Background: an optimization exercise with open tools, aiming at small area and a short achievable clock period. Do not read the settings as production practice.
In this exercise RTL edits were held to simulation tests only and were not proved equivalent to the original.
No activity file was given, so power comes from the tool's default toggle rates.

==> trial 17 <==
Design ex_cluster, start of the top module:
module ex_cluster(input         CLK,
                  input         reset,
                  input         ALUSrcD1,
                  input  [3:0]  ALUControlD1,
                  input         BranchD1,
                  input         BranchND1,
                  input  [31:0] RDD11,
                  input  [31:0] RDD21,
                  input  [31:0] ExtImmD1,
                  input  [31:0] PCPlus41,
                  input  [3:0]  TagD1,
                  input         PredD1,
                  input         ALUSrcD2,
                  input  [3:0]  ALUControlD2,
                  input         BranchD2,
                  input         BranchND2,
                  input  [31:0] RDD12,
                  input  [31:0] RDD22,
                  input  [31:0] ExtImmD2,
                  input  [31:0] PCPlus42,
                  input  [3:0]  TagD2,
                  input         PredD2,
                  input         ALUSrcD3,
                  input  [3:0]  ALUControlD3,
                  input  [31:0] RDD13,
                  input  [31:0] RDD23,
                  input  [31:0] ExtImmD3,
                  input  [3:0]  TagD3,
                  input         ALUSrcD4,
                  input  [3:0]  ALUControlD4,
                  input  [31:0] RDD14,
                  input  [31:0] RDD24,
                  input  [31:0] ExtImmD4,
                  input  [3:0]  TagD4,
                  output        PCSrc1,
                  output [31:0] ALUOutE1,
                  output [3:0]  TagoE1,
                  output [31:0] PCBranch1,
                  output [4:0]  BTAPTag1,
                  output [31:0] BTAPAddr1,
                  output        PCSrc2,
                  output [31:0] ALUOutE2,
                  output [3:0]  TagoE2,
                  output [31:0] PCBranch2,
                  output [4:0]  BTAPTag2,
                  output [31:0] BTAPAddr2,
                  output [31:0] ALUOutE3,
                  output [31:0] WriteDataE3,
                  output [3:0]  TagoE3,
                  output [31:0] ALUOutE4,
                  output [3:0]  TagoE4);
Settings: LEC_CHECK=0, CAP_MARGIN=20, CORE_MARGIN=2, CORE_UTILIZATION=40, SLEW_MARGIN=20; clock period 10.0 ns.
standard.sh (not shown) runs the stock make flow with config.mk's settings and CLKGATE_MAP_FILE= SYNTH_SCRIPT=/design/flow/synth_recipe.tcl, a recipe that flattens the netlist after the stock synthesis.
==> flow/flow/run.sh <==
#!/bin/bash
# The standard layout, with plain buf_1 cells as the port buffers and timing
# repair aiming for extra setup slack. make's output goes to make.log.
set -euo pipefail
bash standard.sh \
  "BUFFER_PORTS_ARGS=-buffer_cell sky130_fd_sc_hd__buf_1" \
  SETUP_SLACK_MARGIN=6.5 \
  finish > make.log 2>&1
==> trial 28: changes against trial 17 <==
--- a/flow/design.v
+++ b/flow/design.v
@@ -1,14 +1,21 @@
 module alu(input  [31:0] a,
-           input  [31:0] b,
+           input  [31:0] r2,
+           input  [31:0] imm,
+           input         alusrc,
            input  [3:0]  alucontrol,
            input         clr,
+           input  [31:0] ext,
+           input         ext_en,
            output [31:0] result,
            output        eq);
   wire        sub = alucontrol[3] | (alucontrol[1] & ~alucontrol[2]);
-  wire [31:0] bx  = b ^ {32{sub}};
+  wire        s_im = alusrc;
+  wire        s_r2 = ~alusrc & ~sub;
+  wire        s_nr = ~alusrc & sub;
+  wire [31:0] bx  = ({32{s_im}} & imm) | ({32{s_r2}} & r2) | ({32{s_nr}} & ~r2);
   wire [31:0] p   = a ^ bx;
   wire [31:0] g   = a & bx;
   wire [31:0] G0 = {g[31:1], g[0] | (p[0] & sub)};
   wire [31:0] P0 = p;
   wire [31:0] G1, P1;
   assign G1[0] = G0[0];
@@ -335,22 +342,262 @@
   assign P5[30] = P4[30] & P4[15];
   assign G5[31] = G4[31] | (P4[31] & G4[15]);
   assign P5[31] = P4[31] & P4[15];
   wire [32:0] c   = {G5, sub};
   wire [31:0] s   = p ^ c[31:0];
   wire        lt  = c[32] ^ (alucontrol[0] | p[31]);
-  wire sel_ar  = ~clr & ~alucontrol[3] & ~alucontrol[2];
-  wire sel_lt  = ~clr &  alucontrol[3];
-  wire lg_ok   = ~clr & ~alucontrol[3] &  alucontrol[2];
+  wire use_x   = ~clr & ext_en;
+  wire alu_ok  = ~clr & ~ext_en;
+  wire sel_ar  = alu_ok & ~alucontrol[3] & ~alucontrol[2];
+  wire sel_lt  = alu_ok &  alucontrol[3];
+  wire lg_ok   = alu_ok & ~alucontrol[3] &  alucontrol[2];
   wire k_g     = lg_ok & ~alucontrol[1];                        
   wire k_p     = lg_ok & (alucontrol[1] ^ alucontrol[0]);       
   wire k_n     = lg_ok &  alucontrol[1] & alucontrol[0];        
   assign result = ({32{sel_ar}} & s) | ({32{k_g}} & g) | ({32{k_p}} & p) |
-                  ({32{k_n}} & ~(p | g)) | {31'd0, sel_lt & lt};
+                  ({32{k_n}} & ~(p | g)) | ({32{use_x}} & ext) |
+                  {31'd0, sel_lt & lt};
   assign eq     = &p;
 endmodule
+module tgt_add(input  [21:0] pc,
+               input  [21:0] imm,
+               output [21:0] t,
+               output        co);
+  wire [21:0] p = pc[21:0] ^ imm;
+  wire [21:0] g = pc[21:0] & imm;
+  wire [21:0] G0 = g;
+  wire [21:0] P0 = p;
+  wire [21:0] G1, P1;
+  assign G1[0] = G0[0];
+  assign P1[0] = P0[0];
+  assign G1[1] = G0[1] | (P0[1] & G0[0]);
+  assign P1[1] = P0[1] & P0[0];
+  assign G1[2] = G0[2];
+  assign P1[2] = P0[2];
+  assign G1[3] = G0[3] | (P0[3] & G0[2]);
+  assign P1[3] = P0[3] & P0[2];
+  assign G1[4] = G0[4];
+  assign P1[4] = P0[4];
+  assign G1[5] = G0[5] | (P0[5] & G0[4]);
+  assign P1[5] = P0[5] & P0[4];
+  assign G1[6] = G0[6];
+  assign P1[6] = P0[6];
+  assign G1[7] = G0[7] | (P0[7] & G0[6]);
+  assign P1[7] = P0[7] & P0[6];
+  assign G1[8] = G0[8];
+  assign P1[8] = P0[8];
+  assign G1[9] = G0[9] | (P0[9] & G0[8]);
+  assign P1[9] = P0[9] & P0[8];
+  assign G1[10] = G0[10];
+  assign P1[10] = P0[10];
+  assign G1[11] = G0[11] | (P0[11] & G0[10]);
+  assign P1[11] = P0[11] & P0[10];
+  assign G1[12] = G0[12];
+  assign P1[12] = P0[12];
+  assign G1[13] = G0[13] | (P0[13] & G0[12]);
+  assign P1[13] = P0[13] & P0[12];
+  assign G1[14] = G0[14];
+  assign P1[14] = P0[14];
+  assign G1[15] = G0[15] | (P0[15] & G0[14]);
+  assign P1[15] = P0[15] & P0[14];
+  assign G1[16] = G0[16];
+  assign P1[16] = P0[16];
+  assign G1[17] = G0[17] | (P0[17] & G0[16]);
+  assign P1[17] = P0[17] & P0[16];
+  assign G1[18] = G0[18];
+  assign P1[18] = P0[18];
+  assign G1[19] = G0[19] | (P0[19] & G0[18]);
+  assign P1[19] = P0[19] & P0[18];
+  assign G1[20] = G0[20];
+  assign P1[20] = P0[20];
+  assign G1[21] = G0[21] | (P0[21] & G0[20]);
+  assign P1[21] = P0[21] & P0[20];
+  wire [21:0] G2, P2;
+  assign G2[0] = G1[0];
+  assign P2[0] = P1[0];
+  assign G2[1] = G1[1];
+  assign P2[1] = P1[1];
+  assign G2[2] = G1[2] | (P1[2] & G1[1]);
+  assign P2[2] = P1[2] & P1[1];
+  assign G2[3] = G1[3] | (P1[3] & G1[1]);
+  assign P2[3] = P1[3] & P1[1];
+  assign G2[4] = G1[4];
+  assign P2[4] = P1[4];
+  assign G2[5] = G1[5];
+  assign P2[5] = P1[5];
+  assign G2[6] = G1[6] | (P1[6] & G1[5]);
+  assign P2[6] = P1[6] & P1[5];
+  assign G2[7] = G1[7] | (P1[7] & G1[5]);
+  assign P2[7] = P1[7] & P1[5];
+  assign G2[8] = G1[8];
+  assign P2[8] = P1[8];
+  assign G2[9] = G1[9];
+  assign P2[9] = P1[9];
+  assign G2[10] = G1[10] | (P1[10] & G1[9]);
+  assign P2[10] = P1[10] & P1[9];
+  assign G2[11] = G1[11] | (P1[11] & G1[9]);
+  assign P2[11] = P1[11] & P1[9];
+  assign G2[12] = G1[12];
+  assign P2[12] = P1[12];
+  assign G2[13] = G1[13];
+  assign P2[13] = P1[13];
+  assign G2[14] = G1[14] | (P1[14] & G1[13]);
+  assign P2[14] = P1[14] & P1[13];
+  assign G2[15] = G1[15] | (P1[15] & G1[13]);
+  assign P2[15] = P1[15] & P1[13];
+  assign G2[16] = G1[16];
+  assign P2[16] = P1[16];
+  assign G2[17] = G1[17];
+  assign P2[17] = P1[17];
+  assign G2[18] = G1[18] | (P1[18] & G1[17]);
+  assign P2[18] = P1[18] & P1[17];
+  assign G2[19] = G1[19] | (P1[19] & G1[17]);
+  assign P2[19] = P1[19] & P1[17];
+  assign G2[20] = G1[20];
+  assign P2[20] = P1[20];
+  assign G2[21] = G1[21];
+  assign P2[21] = P1[21];
+  wire [21:0] G3, P3;
+  assign G3[0] = G2[0];
+  assign P3[0] = P2[0];
+  assign G3[1] = G2[1];
+  assign P3[1] = P2[1];
+  assign G3[2] = G2[2];
+  assign P3[2] = P2[2];
+  assign G3[3] = G2[3];
+  assign P3[3] = P2[3];
+  assign G3[4] = G2[4] | (P2[4] & G2[3]);
+  assign P3[4] = P2[4] & P2[3];
+  assign G3[5] = G2[5] | (P2[5] & G2[3]);
+  assign P3[5] = P2[5] & P2[3];
+  assign G3[6] = G2[6] | (P2[6] & G2[3]);
+  assign P3[6] = P2[6] & P2[3];
+  assign G3[7] = G2[7] | (P2[7] & G2[3]);
+  assign P3[7] = P2[7] & P2[3];
+  assign G3[8] = G2[8];
+  assign P3[8] = P2[8];
+  assign G3[9] = G2[9];
+  assign P3[9] = P2[9];
+  assign G3[10] = G2[10];
+  assign P3[10] = P2[10];
+  assign G3[11] = G2[11];
+  assign P3[11] = P2[11];
+  assign G3[12] = G2[12] | (P2[12] & G2[11]);
+  assign P3[12] = P2[12] & P2[11];
+  assign G3[13] = G2[13] | (P2[13] & G2[11]);
+  assign P3[13] = P2[13] & P2[11];
+  assign G3[14] = G2[14] | (P2[14] & G2[11]);
+  assign P3[14] = P2[14] & P2[11];
+  assign G3[15] = G2[15] | (P2[15] & G2[11]);
+  assign P3[15] = P2[15] & P2[11];
+  assign G3[16] = G2[16];
+  assign P3[16] = P2[16];
+  assign G3[17] = G2[17];
+  assign P3[17] = P2[17];
+  assign G3[18] = G2[18];
+  assign P3[18] = P2[18];
+  assign G3[19] = G2[19];
+  assign P3[19] = P2[19];
+  assign G3[20] = G2[20] | (P2[20] & G2[19]);
+  assign P3[20] = P2[20] & P2[19];
+  assign G3[21] = G2[21] | (P2[21] & G2[19]);
+  assign P3[21] = P2[21] & P2[19];
+  wire [21:0] G4, P4;
+  assign G4[0] = G3[0];
+  assign P4[0] = P3[0];
+  assign G4[1] = G3[1];
+  assign P4[1] = P3[1];
+  assign G4[2] = G3[2];
+  assign P4[2] = P3[2];
+  assign G4[3] = G3[3];
+  assign P4[3] = P3[3];
+  assign G4[4] = G3[4];
+  assign P4[4] = P3[4];
+  assign G4[5] = G3[5];
+  assign P4[5] = P3[5];
+  assign G4[6] = G3[6];
+  assign P4[6] = P3[6];
+  assign G4[7] = G3[7];
+  assign P4[7] = P3[7];
+  assign G4[8] = G3[8] | (P3[8] & G3[7]);
+  assign P4[8] = P3[8] & P3[7];
+  assign G4[9] = G3[9] | (P3[9] & G3[7]);
+  assign P4[9] = P3[9] & P3[7];
+  assign G4[10] = G3[10] | (P3[10] & G3[7]);
+  assign P4[10] = P3[10] & P3[7];
+  assign G4[11] = G3[11] | (P3[11] & G3[7]);
+  assign P4[11] = P3[11] & P3[7];
+  assign G4[12] = G3[12] | (P3[12] & G3[7]);
+  assign P4[12] = P3[12] & P3[7];
+  assign G4[13] = G3[13] | (P3[13] & G3[7]);
+  assign P4[13] = P3[13] & P3[7];
+  assign G4[14] = G3[14] | (P3[14] & G3[7]);
+  assign P4[14] = P3[14] & P3[7];
+  assign G4[15] = G3[15] | (P3[15] & G3[7]);
+  assign P4[15] = P3[15] & P3[7];
+  assign G4[16] = G3[16];
+  assign P4[16] = P3[16];
+  assign G4[17] = G3[17];
+  assign P4[17] = P3[17];
+  assign G4[18] = G3[18];
+  assign P4[18] = P3[18];
+  assign G4[19] = G3[19];
+  assign P4[19] = P3[19];
+  assign G4[20] = G3[20];
+  assign P4[20] = P3[20];
+  assign G4[21] = G3[21];
+  assign P4[21] = P3[21];
+  wire [21:0] G5, P5;
+  assign G5[0] = G4[0];
+  assign P5[0] = P4[0];
+  assign G5[1] = G4[1];
+  assign P5[1] = P4[1];
+  assign G5[2] = G4[2];
+  assign P5[2] = P4[2];
+  assign G5[3] = G4[3];
+  assign P5[3] = P4[3];
+  assign G5[4] = G4[4];
+  assign P5[4] = P4[4];
+  assign G5[5] = G4[5];
+  assign P5[5] = P4[5];
+  assign G5[6] = G4[6];
+  assign P5[6] = P4[6];
+  assign G5[7] = G4[7];
+  assign P5[7] = P4[7];
+  assign G5[8] = G4[8];
+  assign P5[8] = P4[8];
+  assign G5[9] = G4[9];
+  assign P5[9] = P4[9];
+  assign G5[10] = G4[10];
+  assign P5[10] = P4[10];
+  assign G5[11] = G4[11];
+  assign P5[11] = P4[11];
+  assign G5[12] = G4[12];
+  assign P5[12] = P4[12];
+  assign G5[13] = G4[13];
+  assign P5[13] = P4[13];
+  assign G5[14] = G4[14];
+  assign P5[14] = P4[14];
+  assign G5[15] = G4[15];
+  assign P5[15] = P4[15];
+  assign G5[16] = G4[16] | (P4[16] & G4[15]);
+  assign P5[16] = P4[16] & P4[15];
+  assign G5[17] = G4[17] | (P4[17] & G4[15]);
+  assign P5[17] = P4[17] & P4[15];
+  assign G5[18] = G4[18] | (P4[18] & G4[15]);
+  assign P5[18] = P4[18] & P4[15];
+  assign G5[19] = G4[19] | (P4[19] & G4[15]);
+  assign P5[19] = P4[19] & P4[15];
+  assign G5[20] = G4[20] | (P4[20] & G4[15]);
+  assign P5[20] = P4[20] & P4[15];
+  assign G5[21] = G4[21] | (P4[21] & G4[15]);
+  assign P5[21] = P4[21] & P4[15];
+  wire [22:0] c = {G5, 1'b0};
+  assign t  = p ^ c[21:0];
+  assign co = c[22];
+endmodule
 module EX #(parameter BR = 0, parameter WD = 0)
          (input         CLK,
           input         reset,
           input         ALUSrc,
           input  [3:0]  ALUControl,
           input         Branch,
@@ -366,16 +613,18 @@
           output [31:0] WriteData,
           output [31:0] PCBranch,
           output [3:0]  Tago,
           output [4:0]  BTAPTag,
           output [31:0] BTAPAddr);
   wire [31:0] Imm  = {{16{ExtImm[16]}}, ExtImm[15:0]};
-  wire [31:0] SrcB = ALUSrc ? Imm : RD2;
   wire [31:0] res;
   wire        eq;
-  alu a1(.a(RD1), .b(SrcB), .alucontrol(ALUControl), .clr(reset), .result(res), .eq(eq));
+  wire [31:0] brv;
+  wire        brsel;
+  alu a1(.a(RD1), .r2(RD2), .imm(Imm), .alusrc(ALUSrc), .alucontrol(ALUControl), .clr(reset), .ext(brv), .ext_en(brsel),
+         .result(res), .eq(eq));
   reg [3:0] TagE;
   always @(posedge CLK)
     TagE <= reset ? 4'd0 : Tag;
   assign Tago = TagE;
   generate
     if (WD) begin : g_wd
@@ -384,30 +633,50 @@
         WDE <= reset ? 32'd0 : RD2;
       assign WriteData = WDE;
     end else begin : g_nowd
       assign WriteData = 32'd0;
     end
     if (BR) begin : g_br
-      wire        isbr   = Branch | BranchN;
-      wire        taken  = (Branch & eq) | (BranchN & ~eq);
-      wire [29:0] target = PCPlus4[31:2] + {{14{ExtImm[15]}}, ExtImm[15:0]};
-      reg  [31:0] OutE;
-      reg  [29:0] PCE;
-      reg         TakenE, PCSrcE;
+      wire        isbr  = Branch | BranchN;
+      wire        taken = (Branch & eq) | (BranchN & ~eq);
+      localparam LO = 22;
+      localparam HI = 30 - LO;
+      wire [LO-1:0] tlo;
+      wire          co;
+      tgt_add ta(.pc(PCPlus4[LO+1:2]), .imm({{(LO-16){ExtImm[15]}}, ExtImm[15:0]}), .t(tlo), .co(co));
+      wire          up   = co & ~ExtImm[15];
+      wire          down = ~co & ExtImm[15];
+      assign brv   = {PCPlus4[31:LO+2], tlo, up, down};
+      assign brsel = isbr;
+      reg  [31:0]   OutE;
+      reg  [LO-1:0] PCLoE;
+      reg           TakenE, PCSrcE;
       always @(posedge CLK) begin
-        OutE   <= (isbr & ~reset) ? {target, 2'b00} : res;
-        PCE    <= PCPlus4[31:2];
+        OutE   <= res;
+        PCLoE  <= PCPlus4[LO+1:2];
         TakenE <= taken;
         PCSrcE <= taken ^ Pred;
       end
+      wire [HI-1:0] hi = OutE[31:LO+2];
+      wire [HI-1:0] flip;
+      genvar i;
+      for (i = 0; i < HI; i = i + 1) begin : g_flip
+        if (i == 0) begin : g0
+          assign flip[i] = OutE[1] | OutE[0];
+        end else begin : gi
+          assign flip[i] = (OutE[1] & (&hi[i-1:0])) | (OutE[0] & ~(|hi[i-1:0]));
+        end
+      end
       assign ALUOut   = OutE;
-      assign BTAPAddr = OutE;
-      assign PCBranch = {TakenE ? OutE[31:2] : PCE, 2'b00};
+      assign BTAPAddr = {hi ^ flip, OutE[LO+1:2], 2'b00};
+      assign PCBranch = {hi ^ (flip & {HI{TakenE}}), TakenE ? OutE[LO+1:2] : PCLoE, 2'b00};
       assign PCSrc    = PCSrcE;
-      assign BTAPTag  = PCE[4:0] - 5'd1;
+      assign BTAPTag  = PCLoE[4:0] - 5'd1;
     end else begin : g_nobr
+      assign brv   = 32'd0;
+      assign brsel = 1'b0;
       reg [31:0] OutE;
       always @(posedge CLK)
         OutE <= res;
       assign ALUOut   = OutE;
       assign BTAPAddr = 32'd0;
       assign PCBranch = 32'd0;
==> flow/flow/run.sh (replaced) <==
#!/bin/bash
# The standard layout (standard.sh) with these changes:
#  - synthesis maps the logic with ABC scripts of its own (flow/synth.tcl)
#    and without Yosys's full-adder extraction;
#  - port buffers are sky130_fd_sc_hd__buf_1 cells;
#  - clock tree sinks are clustered by 20 within 100 um;
#  - timing repair up to clock tree synthesis aims for 6.2 ns of setup
#    slack, and after global routing for 6 ns.
# make's full output goes to make_cts.log and make_finish.log in the work folder.
set -euo pipefail
export OWN_WORK="$PWD"
export OWN_FLOW="$PWD/flow"
common=("SYNTH_SCRIPT=$PWD/flow/synth.tcl" ADDER_MAP_FILE=
        "BUFFER_PORTS_ARGS=-buffer_cell sky130_fd_sc_hd__buf_1")
bash standard.sh "${common[@]}" SETUP_SLACK_MARGIN=6.2 CTS_CLUSTER_SIZE=20 CTS_CLUSTER_DIAMETER=100 cts > make_cts.log 2>&1
bash standard.sh "${common[@]}" SETUP_SLACK_MARGIN=6 CTS_CLUSTER_SIZE=20 CTS_CLUSTER_DIAMETER=100 finish > make_finish.log 2>&1
==> flow/flow/abc_in.script (new file) <==
strash
dch
map -B 0.9
topo
stime -c
buffer -c
upsize -c
dnsize -c
==> flow/flow/abc_out.script (new file) <==
strash
dch -f
map -D 400
topo
buffer -p
upsize -D 400
dnsize -D 400
stime -p
==> flow/flow/synth.tcl (new file) <==
# The standard synthesis (synth_recipe.tcl in the work folder), with one
# change in the technology mapping of the logic: ABC first maps the logic
# between the registers and the output ports with a tight delay target
# (flow/abc_out.script), then all other logic (flow/abc_in.script).
# Registers are mapped before ABC runs, exactly as in the standard synthesis.
proc abc {args} {
  set i [lsearch -exact $args -script]
  if {$i >= 0} { set args [lreplace $args $i [expr {$i + 1}]] }
  set j [lsearch -exact $args -D]
  if {$j >= 0} { set args [lreplace $args $j [expr {$j + 1}]] }
  yosys select -set outcone o:* %cie*
  yosys abc -script $::env(OWN_FLOW)/abc_out.script {*}$args @outcone
  yosys select -clear
  yosys opt_clean
  yosys abc -script $::env(OWN_FLOW)/abc_in.script {*}$args
}
source $::env(OWN_WORK)/synth_recipe.tcl
==> notes <==
Trial 17 completed without violations. Trial 28 completed without violations.
Of trial 17 and trial 28, trial 17 has the higher sequential cell count (gap 16).
Of trial 28 and trial 17, trial 28 has the higher worst hold slack (gap 0.078 ns).
Of trial 17 and trial 28, trial 17 has the higher critical path depth (gap 5).
Of trial 28 and trial 17, trial 28 has the higher sequential share of layout area (gap 3.0 points).
Between trial 17 and trial 28, the lower sequential power is in trial 28 (gap about 10%, measured against trial 28).
Between trial 28 and trial 17, the lower maximum frequency is in trial 17 (gap 23%, measured against trial 17).
Of trial 17 and trial 28, trial 17 has the higher die area (gap 8.7%, measured against trial 28).
Against trial 28, the synthesized cell count of trial 17 is lower by 25%.
Between trial 28 and trial 17, the lower combinational power is in trial 28 (gap about 47%, measured against trial 17).
Against trial 28, the routed wire length of trial 17 is higher by about 6%.

separate check: timing with driven ports:
The flow's constraints put no driver on any port. The routed layouts listed below were extracted and timed again, unchanged, in two steps. Step 1 assumes that a clkbuf_16 drives the clock port and a buf_2 every other input. Step 2 adds t to the input delays and takes it off the output delays; t is the mean of the earliest and latest rising clock arrival at the registers after step 1. Input paths then give back, and output paths get back, about the clock's delay inside the block. Slacks: ideal ports / drivers / drivers and shift; pairs: ideal ports / drivers.
run	t (ns)	slack for setup (ns)	latest minus earliest clock arrival (ns)	slew at the worst register clock pin (ns)	cell pins on the clock port's net
trial 17	0.659	5.157 / 5.126 / 4.467	0.029 / 0.028	0.07 / 0.07	1
trial 28	0.589	6.078 / 6.079 / 5.490	0.016 / 0.016	0.10 / 0.10	1
After both steps setup and hold are still met in every run listed. The setup slack of trial 17, which loses most, moves by -0.031 ns with the drivers and by -0.690 ns with both steps.
